Background: an optimization exercise with open tools, aiming at small area and a short achievable clock period. Do not read the settings as production practice.
Function was checked by simulation only, so behaviour that the tests miss may differ from the original.
Power is estimated from default activity; no workload was simulated.

<file path="design/flow/design.v">
`timescale 1ns / 1ps
module mux64bit2(
	input [63:0]input0, input1,
	input control,
	output [63:0]out
    );
	 assign out = control ? input1 : input0;
endmodule
`timescale 1ns / 1ps
module fetch(
	input clock,
	input reset,
	input [63:0] branch_target,
	input pc_source,
	input hit,
	output [63:0] address,
	output [63:0] next_pc
    );
	 wire [63:0] next_address;
	 wire [63:0] nextPc;
	 reg  [63:0] pc_q;
	 assign address = pc_q;
	 assign next_pc = nextPc;
	 assign nextPc = address + 4;
	 mux64bit2 mux (
    .input0(nextPc), 
    .input1(branch_target), 
    .control(pc_source), 
    .out(next_address)
    );
	 always @(posedge clock) begin
		if (reset)
			pc_q <= 64'd0;
		else if (hit)
			pc_q <= next_address;
	 end
endmodule
`timescale 1ns / 1ps
module IFID(
  input clk,
  input rst,
  input[63:0] pc,
  input[31:0] inst,
  input hit,
  output reg[63:0] pcOut,
  output reg[31:0] instOut,
  output reg hitOut
    );
   always @ (posedge clk) begin
    if (rst) begin
      pcOut <= 64'd0;
      instOut <= 32'd0;
      hitOut <= 1'b0;
    end
    else if (hit) begin
      pcOut <= pc;
      instOut <= inst;
      hitOut <= hit;
    end
   end
endmodule
`timescale 1ns / 1ps
module Register_file(
	input clk,
	input rst,
	input write_signal,
	input [4:0] read_register_num_one,
	input [4:0] read_register_num_two,
	input [4:0] write_reg,
	input [63:0] write_data,
	output [63:0] read_data_num_one,
	output [63:0] read_data_num_two
    );
	reg [63:0] regs [0:30];
	integer i;
	always @(posedge clk) begin
		if (rst) begin
			for (i = 0; i < 31; i = i + 1)
				regs[i] <= 64'd0;
		end
		else if (write_signal && write_reg != 5'd31)
			regs[write_reg] <= write_data;
	end
	reg [63:0] rd1, rd2;
	always @(*) begin
		if (read_register_num_one == 5'd31)
			rd1 = 64'd0;
		else if (write_signal && write_reg == read_register_num_one)
			rd1 = write_data;
		else
			rd1 = regs[read_register_num_one];
	end
	always @(*) begin
		if (read_register_num_two == 5'd31)
			rd2 = 64'd0;
		else if (write_signal && write_reg == read_register_num_two)
			rd2 = write_data;
		else
			rd2 = regs[read_register_num_two];
	end
	assign read_data_num_one = rd1;
	assign read_data_num_two = rd2;
endmodule
`timescale 1ns / 1ps
module sign_extend(
	input [31:0] val,
	output [63:0] sign_extended_val
    );
	assign sign_extended_val = (val[31:24] == 8'b10110100) ?
		{{45{val[23]}}, val[23:5]} :
		{{55{val[20]}}, val[20:12]};
endmodule
`timescale 1ns / 1ps
module decode(
	input clk,
	input rst,
	input [31:0] instruction,
	input reg_write,
	input [4:0] write_reg,
	input [63:0] write_data,
	output reg[10:0] op_code,
	output [63:0] read_data_num_one,
	output [63:0] read_data_num_two,
	output [63:0] sign_extended_imm,
	output reg[4:0] dest_reg
    );
	reg [4:0] read_register_two;
	always @(*) begin 
		if(instruction[28] == 1)
			read_register_two = instruction[4:0];
		else 
			read_register_two = instruction[20:16];
	end
	Register_file reg_file(
    .clk(clk), 
    .rst(rst),
    .write_signal(reg_write), 
    .read_register_num_one(instruction[9:5]), 
    .read_register_num_two(read_register_two), 
    .write_reg(write_reg), 
    .write_data(write_data), 
    .read_data_num_one(read_data_num_one), 
    .read_data_num_two(read_data_num_two)
    );
	 sign_extend SE (
    .val(instruction), 
    .sign_extended_val(sign_extended_imm)
    );
	 always@(*)begin
	  op_code = instruction[31:21];
	  dest_reg = instruction[4:0];
	end
endmodule
`timescale 1ns / 1ps
module ControlUnit(
  input[10:0] opCode,
  output reg ALUSrc,
  output reg MemToReg,
  output reg RegWrite,
  output reg MemRead,
  output reg MemWrite,
  output reg Branch, 
  output reg[1:0] ALUOp
    );
   always @ (*) begin
    casez (opCode)
      11'b11111000010: begin
        ALUSrc = 1;
        MemToReg = 1;
        RegWrite = 1;
        MemRead = 1;
        MemWrite = 0;
        Branch = 0;
        ALUOp = 2'b00;
      end
      11'b11111000000: begin
        ALUSrc = 1;
        MemToReg = 1;
        RegWrite = 0;
        MemRead = 0;
        MemWrite = 1;
        Branch = 0;
        ALUOp = 2'b00;
      end
      11'b10110100???: begin
        ALUSrc = 0;
        MemToReg = 0;
        RegWrite = 0;
        MemRead = 0;
        MemWrite = 0;
        Branch = 1;
        ALUOp = 2'b01;
      end
      default: begin
        ALUSrc = 0;
        MemToReg = 0;
        RegWrite = 1;
        MemRead = 0;
        MemWrite = 0;
        Branch = 0;
        ALUOp = 2'b10;
      end
    endcase
  end
endmodule
`timescale 1ns / 1ps
module IDEX(
input clk,
input rst,
input hit,
input [63:0] ReadData1,
input [63:0] ReadData2,
input [63:0] SignExtendImmediate,
input ALUSrc,
input MemtoReg,
input RegWrite,
input MemRead,
input MemWrite,
input Branch,
input [1:0] ALUOp,
input [4:0] WriteReg,
input [10:0] Opcode,
input [63:0] PC,
output hitOut,
output reg [63:0] ReadData1Out,
output reg [63:0] ReadData2Out,
output reg [63:0] SignExtendImmediateOut,
output reg ALUSrcOut,
output reg MemtoRegOut,
output reg RegWriteOut,
output reg MemReadOut,
output reg MemWriteOut,
output reg BranchOut,
output reg [1:0] ALUOpOut,
output reg [4:0] WriteRegOut,
output reg [10:0] OpcodeOut,
output reg [63:0] PCOut
    );
assign hitOut = hit;
always @ (posedge clk) begin
	if (rst) begin
		ReadData1Out <= 64'd0;
		ReadData2Out <= 64'd0;
		SignExtendImmediateOut <= 64'd0;
		ALUSrcOut <= 1'b0;
		MemtoRegOut <= 1'b0;
		RegWriteOut <= 1'b0;
		MemReadOut <= 1'b0;
		MemWriteOut <= 1'b0;
		BranchOut <= 1'b0;
		ALUOpOut <= 2'b00;
		WriteRegOut <= 5'd0;
		OpcodeOut <= 11'd0;
		PCOut <= 64'd0;
	end
	else if(hit == 1)begin
		ReadData1Out <= ReadData1;
		ReadData2Out <= ReadData2;
		SignExtendImmediateOut <= SignExtendImmediate;
		ALUSrcOut <= ALUSrc;
		MemtoRegOut <= MemtoReg;
		RegWriteOut <= RegWrite;
		MemReadOut <= MemRead;
		MemWriteOut <= MemWrite;
		BranchOut <= Branch;
		ALUOpOut <= ALUOp;
		WriteRegOut <= WriteReg;
		OpcodeOut <= Opcode;
		PCOut <= PC;
	end	
end
endmodule
`timescale 1ns / 1ps
module ALUControl(
  input[10:0] opCode,
  input[1:0] ALUOp,
  output reg[3:0] ALUCnt
    );
   always @ (*) begin
    case (ALUOp)
      2'b00:
        ALUCnt = 4'b0010;
      2'b01:
        ALUCnt = 4'b0111;
      2'b10:
        case (opCode)
          11'b10001011000:
            ALUCnt = 4'b0010;
          11'b11001011000:
            ALUCnt = 4'b0110;
          11'b10001010000:
            ALUCnt = 4'b0000;
          11'b10101010000:
            ALUCnt = 4'b0001;
          default:
            ALUCnt = 4'b0000;
        endcase
      default:
        ALUCnt = 4'd0;
    endcase
   end
endmodule
`timescale 1ns / 1ps
module ALU(
input [63:0] input_1,
input [63:0] input_2, 
input [3:0] ALUCnt,
output zero,
output [63:0] ALU_result
    );
assign ALU_result = ALUCnt == 4'b0010 ? (input_1 + input_2):
						  ALUCnt == 4'b0110 ? (input_1 - input_2):
						  ALUCnt == 4'b0000 ? (input_1 & input_2):
						  ALUCnt == 4'b0001 ? (input_1 | input_2):
						  ALUCnt == 4'b0111 ?  input_2 : 64'd0;
assign zero = ALU_result == 0 ? 1'b1 : 1'b0;
endmodule
`timescale 1ns / 1ps
module execute(
input [63:0] ALUReadData1,
input [63:0] ALUReadData2,
input [63:0] PC,
input [63:0] Immediate,
input [10:0] Opcode,
input ALUSrc,
input [1:0]ALUOp,
output zero,
output [63:0] ALUResult,
output [63:0] AddResult
    );
wire [63:0] alu_input2;
wire [3:0] ALUCnt;
assign alu_input2 = ALUSrc == 1 ? Immediate:ALUReadData2;
assign AddResult = PC + (Immediate << 2);
ALUControl instance_name (
    .opCode(Opcode), 
    .ALUOp(ALUOp), 
    .ALUCnt(ALUCnt)
    );
ALU instance_name1 (
    .input_1(ALUReadData1), 
    .input_2(alu_input2), 
    .ALUCnt(ALUCnt), 
    .zero(zero), 
    .ALU_result(ALUResult)
    );
endmodule
`timescale 1ns / 1ps
module EXMEM(clk, rst, hit, branchTarget, zeroFlag, ALUResult, readData2, writeReg, MemRead,
							  MemWrite, Branch, RegWrite, MemToReg , branchTargetOut, zeroFlagOut, ALUResultOut, 
							  readData2Out, writeRegOut, MemReadOut, MemWriteOut, BranchOut, RegWriteOut,
							  MemToRegOut, hitOut);
	input clk;
	input rst;
	input hit;
	input zeroFlag;
	input MemRead;
	input MemWrite;
	input Branch;
	input RegWrite;
	input MemToReg;
	input [63:0] branchTarget;
	input [63:0] ALUResult;
	input [63:0] readData2;
	input [4:0]  writeReg;
	output reg zeroFlagOut;
	output reg MemReadOut;
	output reg MemWriteOut;
	output reg BranchOut;
	output reg RegWriteOut;
	output reg MemToRegOut;
	output reg [63:0] branchTargetOut;
	output reg [63:0] ALUResultOut;
	output reg [63:0] readData2Out;
	output reg [4:0] writeRegOut;
	output hitOut;
	assign hitOut = hit;
	always @(posedge clk) 
		begin 
		if (rst) begin
				  writeRegOut    <= 5'd0;
				  branchTargetOut<= 64'd0;
				  ALUResultOut   <= 64'd0;
				  readData2Out   <= 64'd0;
				  zeroFlagOut    <= 1'b0;
				  MemReadOut     <= 1'b0;
				  MemWriteOut    <= 1'b0;
				  BranchOut      <= 1'b0;
				  RegWriteOut    <= 1'b0;
				  MemToRegOut    <= 1'b0;
		end
		else if(hit == 1)begin
				  writeRegOut    <= writeReg;
				  branchTargetOut<= branchTarget;
				  ALUResultOut   <= ALUResult;
				  readData2Out <= readData2;
				  zeroFlagOut    <= zeroFlag;
				  MemReadOut     <= MemRead;
				  MemWriteOut    <= MemWrite;
				  BranchOut      <= Branch;
				  RegWriteOut    <= RegWrite;
				  MemToRegOut    <= MemToReg;
		end
		end
endmodule
`timescale 1ns / 1ps
module MEMWB(
input clk,
input rst,
input hit,
input [63:0]readData,
input [63:0]ALUResult,
input [4:0]writeReg,
input RegWrite,
input MemtoReg,
output hitOut,
output reg [63:0]readDataOut,
output reg [63:0]ALUResultOut,
output reg [4:0]writeRegOut,
output reg RegWriteOut,
output reg MemtoRegOut
    );
assign hitOut = hit;
always @ (posedge clk) begin
	if (rst) begin
		readDataOut <= 64'd0;
		ALUResultOut <= 64'd0;
		writeRegOut <= 5'd0;
		RegWriteOut <= 1'b0;
		MemtoRegOut <= 1'b0;
	end
	else if(hit == 1)begin
		readDataOut <= readData;
		ALUResultOut <= ALUResult;
		writeRegOut <= writeReg;
		RegWriteOut <= RegWrite;
		MemtoRegOut <= MemtoReg;
	end
end
endmodule
`timescale 1ns / 1ps
module WriteBack(
input MemtoReg,
input [63:0] readData,
input [63:0] ALUResult,
output [63:0] writeData
    );
assign writeData = MemtoReg ? readData : ALUResult;
endmodule
`timescale 1ns / 1ps
module ARM(
    input             clk,
    input             rst,
    output [63:0]     imem_addr,
    input  [31:0]     imem_data,
    input             imem_ready,
    output [63:0]     dmem_addr,
    output [63:0]     dmem_wdata,
    output            dmem_we,
    output            dmem_re,
    input  [63:0]     dmem_rdata,
    output            wb_we,
    output [4:0]      wb_reg,
    output [63:0]     wb_data
);
wire [63:0] Pc; 
wire [31:0] Instruction; 
wire [63:0] branchTargetOut; 
wire [4:0] writeRegOut2; 
wire hit;
wire pcSource;
assign hit = imem_ready;
assign Instruction = imem_data;
fetch instance_name (
    .clock(clk), 
    .reset(rst),
    .branch_target(branchTargetOut),  
    .pc_source(pcSource), 
    .hit(hit),
    .address(imem_addr),
    .next_pc(Pc)  
    );
wire [31:0] Instruction_out; 
wire [63:0] Pc_out; 
wire hit_out;
IFID instance_name1 (
    .clk(clk), 
    .rst(rst),
    .pc(Pc),  
    .inst(Instruction),  
    .hit(hit), 
    .instOut(Instruction_out),  
    .pcOut(Pc_out),  
    .hitOut(hit_out) 
    );
wire [63:0] WriteData; 
wire [10:0] OpCode; 
wire [63:0] ReadData1; 
wire [63:0] ReadData2; 
wire [63:0] SignExtendedImmediate; 
wire [4:0] DestReg; 
wire RegWriteOut2;
decode decode (
    .clk(clk), 
    .rst(rst),
    .instruction(Instruction_out),  
    .reg_write(RegWriteOut2),
    .write_reg(writeRegOut2),  
    .write_data(WriteData),  
    .op_code(OpCode),  
    .read_data_num_one(ReadData1),  
    .read_data_num_two(ReadData2),  
    .sign_extended_imm(SignExtendedImmediate),  
    .dest_reg(DestReg) 
    );
wire [1:0] aluOpcode; 
wire aluSource, memToReg, RegWrite, memRead, memWrite, branch;
ControlUnit controlUnit (
    .opCode(OpCode),  
    .ALUSrc(aluSource), 
    .MemToReg(memToReg), 
    .RegWrite(RegWrite), 
    .MemRead(memRead), 
    .MemWrite(memWrite), 
    .Branch(branch), 
    .ALUOp(aluOpcode) 
    );
wire [63:0] ReadData1Out; 
wire [63:0] ReadData2Out; 
wire [63:0] SignExtendImmediateOut; 
wire [1:0] ALUOpOut; 
wire [4:0] WriteRegOut; 
wire [10:0] OpcodeOut; 
wire [63:0] PCOut1; 
wire hitOut1, ALUSrcOut, MemtoRegOut, RegWriteOut, MemReadOut, MemWriteOut, BranchOut;
IDEX idex (
    .clk(clk), 
    .rst(rst),
    .hit(hit),  
    .ReadData1(ReadData1),  
    .ReadData2(ReadData2),  
    .SignExtendImmediate(SignExtendedImmediate),  
    .ALUSrc(aluSource), 
    .MemtoReg(memToReg), 
    .RegWrite(RegWrite), 
    .MemRead(memRead), 
    .MemWrite(memWrite), 
    .Branch(branch), 
    .ALUOp(aluOpcode),  
    .WriteReg(DestReg),  
    .Opcode(OpCode),  
    .PC(Pc_out), 
    .hitOut(hitOut1),  
    .ReadData1Out(ReadData1Out),  
    .ReadData2Out(ReadData2Out),  
    .SignExtendImmediateOut(SignExtendImmediateOut),  
    .ALUSrcOut(ALUSrcOut), 
    .MemtoRegOut(MemtoRegOut), 
    .RegWriteOut(RegWriteOut), 
    .MemReadOut(MemReadOut), 
    .MemWriteOut(MemWriteOut), 
    .BranchOut(BranchOut), 
    .ALUOpOut(ALUOpOut),  
    .WriteRegOut(WriteRegOut),  
    .OpcodeOut(OpcodeOut),  
    .PCOut(PCOut1) 
    );
wire [63:0] ALUResult; 
wire [63:0] AddResult; 
wire zero;
execute executee (
    .ALUReadData1(ReadData1Out),  
    .ALUReadData2(ReadData2Out),  
    .PC(PCOut1),  
    .Immediate(SignExtendImmediateOut),  
    .Opcode(OpcodeOut),  
    .ALUSrc(ALUSrcOut), 
    .ALUOp(ALUOpOut),  
    .zero(zero), 
    .ALUResult(ALUResult),  
    .AddResult(AddResult) 
    );
wire [63:0] ALUResultOut; 
wire [63:0] ReadData2Out1; 
wire [4:0] writeRegOut1; 
wire zeroFlagOut1, MemReadOut1, MemWriteOut1, BranchOut1, RegWriteOut1, MemToRegOut1, hitOut2;
EXMEM eXMeM (
    .clk(clk), 
    .rst(rst),
    .hit(hit),  
    .branchTarget(AddResult),  
    .zeroFlag(zero), 
    .ALUResult(ALUResult),  
    .readData2(ReadData2Out),  
    .writeReg(WriteRegOut),  
    .MemRead(MemReadOut), 
    .MemWrite(MemWriteOut), 
    .Branch(BranchOut), 
    .RegWrite(RegWriteOut), 
    .MemToReg(MemtoRegOut), 
    .branchTargetOut(branchTargetOut),  
    .zeroFlagOut(zeroFlagOut1), 
    .ALUResultOut(ALUResultOut),  
    .readData2Out(ReadData2Out1),  
    .writeRegOut(writeRegOut1),  
    .MemReadOut(MemReadOut1), 
    .MemWriteOut(MemWriteOut1), 
    .BranchOut(BranchOut1), 
    .RegWriteOut(RegWriteOut1), 
    .MemToRegOut(MemToRegOut1), 
    .hitOut(hitOut2) 
    );
assign pcSource = BranchOut1 & zeroFlagOut1;
assign dmem_addr  = ALUResultOut;
assign dmem_wdata = ReadData2Out1;
assign dmem_we    = MemWriteOut1;
assign dmem_re    = MemReadOut1;
wire [63:0]readDataOut; 
wire [63:0]ALUResultOut1; 
wire hitOut3, MemtoRegOut2;
MEMWB mEmWB (
    .clk(clk), 
    .rst(rst),
    .hit(hit),  
    .readData(dmem_rdata),  
    .ALUResult(ALUResultOut),  
    .writeReg(writeRegOut1),  
    .RegWrite(RegWriteOut1),
    .MemtoReg(MemToRegOut1), 
    .hitOut(hitOut3),  
    .readDataOut(readDataOut),  
    .ALUResultOut(ALUResultOut1),  
    .writeRegOut(writeRegOut2),  
    .RegWriteOut(RegWriteOut2), 
    .MemtoRegOut(MemtoRegOut2)
    );
WriteBack writeback (
    .MemtoReg(MemtoRegOut2), 
    .readData(readDataOut),  
    .ALUResult(ALUResultOut1),  
    .writeData(WriteData) 
    );
assign wb_we   = RegWriteOut2;
assign wb_reg  = writeRegOut2;
assign wb_data = WriteData;
endmodule
</file>
<file path="design/flow/run.sh">
#!/bin/bash
# synth_recipe.tcl (not shown) runs the flow's synth.tcl, then flattens the netlist and writes it again
# the make line also repeats each setting of config.mk as NAME=value (left out here)
make -C /OpenROAD-flow-scripts/flow DESIGN_CONFIG=/design/flow/config.mk WORK_HOME=/design/flow/orfs CLKGATE_MAP_FILE= SYNTH_SCRIPT=/design/flow/synth_recipe.tcl finish
</file>
<file path="design/flow/config.mk">
export PLATFORM = sky130hd
export DESIGN_NAME = ARM
export DESIGN_NICKNAME = ARM
export VERILOG_FILES = /design/flow/design.v
export SDC_FILE = /design/flow/constraint.sdc
export NUM_CORES = 4
export LEC_CHECK = 0
export CAP_MARGIN = 20
export CORE_MARGIN = 2
export CORE_UTILIZATION = 40
export SLEW_MARGIN = 20
</file>
<file path="design/flow/constraint.sdc">
create_clock -name core_clock -period 6.0 [get_ports {clk}]
set_input_delay 1.2000 -clock core_clock [delete_from_list [all_inputs] [get_ports {clk}]]
set_output_delay 1.2000 -clock core_clock [all_outputs]
set_load 0.01 [all_outputs]
</file>
==> summary.txt <==
[layout by cell type (no fill, tap or decap), types with 32 or more instances in the layout]
cell and n:
clkdlybuf4s50_1 360, nand2_1 2282, o22ai_1 32, a31oi_1 161
mux2i_4 57, and3_1 307, o21bai_1 39, o31ai_1 41
dfxtp_1 728, nor3_1 80, inv_1 285, conb_1 64
nand2b_1 36, a21oi_1 603, nand4_1 50, buf_4 396
xnor2_1 102, a211oi_1 223, ha_1 253, nand2_4 62
buf_12 111, clkinv_1 48, a311oi_1 394, a21o_1 97
nor4_1 38, nor2_1 3101, edfxtp_1 2048, a22oi_1 167
clkbuf_1 65, xor2_1 50, mux4_2 632, clkbuf_16 316
o21ai_0 190, nand3_1 609, clkinv_2 47, nor2b_1 51
mux2i_1 502, o221ai_1 33
[cell families after synthesis]
logic type | count (synthesis) | synth area share [%]
compound gates | 2288 | 10.4
fa+ha+maj | 256 | 2.13
simple gates | 6769 | 18.6
buf+inv | 1700 | 4.24
other cells | 1 | 0.00248
flops | 2784 | 50.4
xor+xnor | 152 | 0.880
mux | 1221 | 13.3
[tightest hold or removal path: stages (launching register included)]
cell,delay (ns)
dfxtp_1,0.32
nand2_1,0.05
o21ai_0,0.06
[metal layers]
metal  vias to the layer above  track usage [%]  routed length [um]
met5                         -                0                 343
met4                        50             16.5               38900
met3                      1869             9.39               86700
met2                      9037             49.1              280000
met1                     63000             42.9              239000
li1                      54200                -                   -
[cell type report]
| type | count | area (um2) | area share [%] |
|---|---|---|---|
| Inverter | 289 | 1090 | 0.634 |
| Multi-Input combinational cell | 10800 | 70300 | 40.7 |
| Antenna cell | 20 | 50.0 | 0.0290 |
| Clock inverter | 155 | 1440 | 0.832 |
| Tap cell | 4994 | 6250 | 3.62 |
| Clock buffer | 406 | 8480 | 4.91 |
| Sequential cell | 2784 | 76300 | 44.2 |
| Timing Repair Buffer | 873 | 8890 | 5.15 |
[report_power, final]
group / internal [mW] / leakage, nW / switching [mW] / total, mW
combinational: 2.88 / 30.0 / 5.70 / 8.58
clock: 10.9 / 4.84 / 8.38 / 19.3
sequential: 21.4 / 27.1 / 0.653 / 22.0
[final timing paths]
path | to | slack (ns)
worst max-delay path | eXMeM.zeroFlagOut | 0.09
worst min-delay path | eXMeM.branchTargetOut[57] | 0.46
worst max register to register | eXMeM.zeroFlagOut | 0.09
worst min register to register | eXMeM.branchTargetOut[57] | 0.46
==> summary.txt <==
Crit Path Class register to register; leading area contributor after synthesis edfxtp_1; FILL cells approximately 35,000; CP peak stage delay 0.74 ns; worst relative slew slack 19.7%; hold violation total from the final report 0; initial antenna violation count 52; initial drt markers a little under 20,000; Synth async-reset ratio 0%; Max Cap Violations 0; Largest Register decode.reg_file.regs; GR Overflow Total 0; Die Height 619 um; Critical Path RT 6.89 ns; WHS Path Cells 2; clock slew at reported path FFs 0.06 ns; Root Buffer clkbuf_16; clock latency (worst-skew pair) approximately 0.97 ns; Crit. path cell count 19; Starting Density 40.2%; area grow syn2layout 14.2%; crit path cell chain buf_4 -> mux2_2 -> inv_1 -> ha_1 -> a21oi_1 -> a21boi_0 -> o21bai_1 -> nand2_1 -> a221oi_1 -> o22ai_1 -> buf_4 -> a21oi_1 -> nand4_1 -> nor4_1 -> buf_4 -> nand4_1 -> nor4_1 -> nand4_1 -> o21ai_1; DRC violations left 0; CP startpoint kind register; crit path from idex.ALUSrcOut; Final Max Tran Viols 0; Post-CTS Setup Inserts 0; CTS tree done; Post-Syn Instances 15,200; Port Buf Inserts 362; Synth top area share 40.7%; Yosys warning count 9; status complete, no violations; final setup fails 0; Tot GR Track Use 32.6%; via/cell ratio ~6.3; Routed Antenna Nets 0; Wirelength per Cell 31.8 um; # IOs 363; Rows 225; Crit path arrival time 6.80 ns; First-pass DRT Iterations 6; EDFF count, synth 2,048; Synth Area per Inst 9.97 um2; CTS Sinks around 2,800; CP Capture Type register; mapped cell area about 0.15 mm2; cts repair resizes 0; crit path max fanout 16; leakage power 62.0 nW; final instance area 0.173 mm2; final critical-path share of the clock period 98.5%; die footprint ~0.38 mm2; hold buffer count at CTS 0; Worst Setup Slack, final 0.0916 ns; r2r startpoint idex.ALUSrcOut; most frequent cell after synthesis nor2_1; Post-Place Cells 19,700; worst-case vdd ir drop 230 uV; Largest register FFs 2,048; cts bufs inserted a little over 300; PwrDens 289 mW/mm2; Placer Congestion 0.979; fin cells 20,300; CP Buf/Inv Count 4; Peak Freq 169 MHz; prevailing post-synth register cell edfxtp_1; core footprint 0.376 mm2; vias in the first global route 119,000; Yosys reg bits roughly 2,800; DR vias approximately 130k; Post-synth top cells 3,101 x nor2_1, 2,345 x nand2_1, 2,048 x edfxtp_1; RSZ-0062 raised after global routing no; final hold slack between 0.4 and 0.5 ns; first-pass GRT wire length 901,000 um; Power, Total between 40 and 50 mW; final wirelength 645,000 um; layout cell share with drive strength beyond 1 around 12%; Util after Layout 46.0%; Clock Tree Buf Depth 4; Hold WC Path Type register to register; dpl ws between 0.09 and 0.1 ns; Yosys cell types 100; minimum clock period just under 6 ns; final setup TNS 0 ns; worst-margin pin slew between 1 and 1.5 ns; Setup Skew 0.0462 ns; Final nets 15,400; leading post-synthesis cells by cell area edfxtp_1 41%, dfxtp_1 9.7%, mux4_2 9.4%; H-tree levels 5; Reg2Reg Depth 19; pin count of the biggest net entering global routing 171; DP HPWL roughly 400,000 um; hold_sp eXMeM.branchTargetOut[57]; CP max stage cell o21bai_1; family with the most delay on the worst path compound AO/OA/AOI/OAI gates; post-placement cell area 0.163 mm2; Die W 619 um; post-synthesis sequential area ratio 50.4%

what the ideal ports hide:
The flow's constraints put no driver on any port. The routed layout listed below was extracted and timed again, unchanged, in two steps. Step 1 assumes that a clkbuf_16 drives the clock port and a buf_2 every other input. Step 2 also shifts input and output timing later by t, the mid clock arrival at the registers, as if the neighbouring blocks saw the same clock. Three values: ideal, step 1, step 2; two values: the first two.
t (ns): 1.065
setup WS [ns]: 0.092 / 0.092 / 0.092
hold WS [ns]: 0.458 / 0.458 / 0.458
After both steps this run still meets setup and hold. The setup slack of this run moves by 0.000 ns with the drivers and by 0.000 ns with both steps.
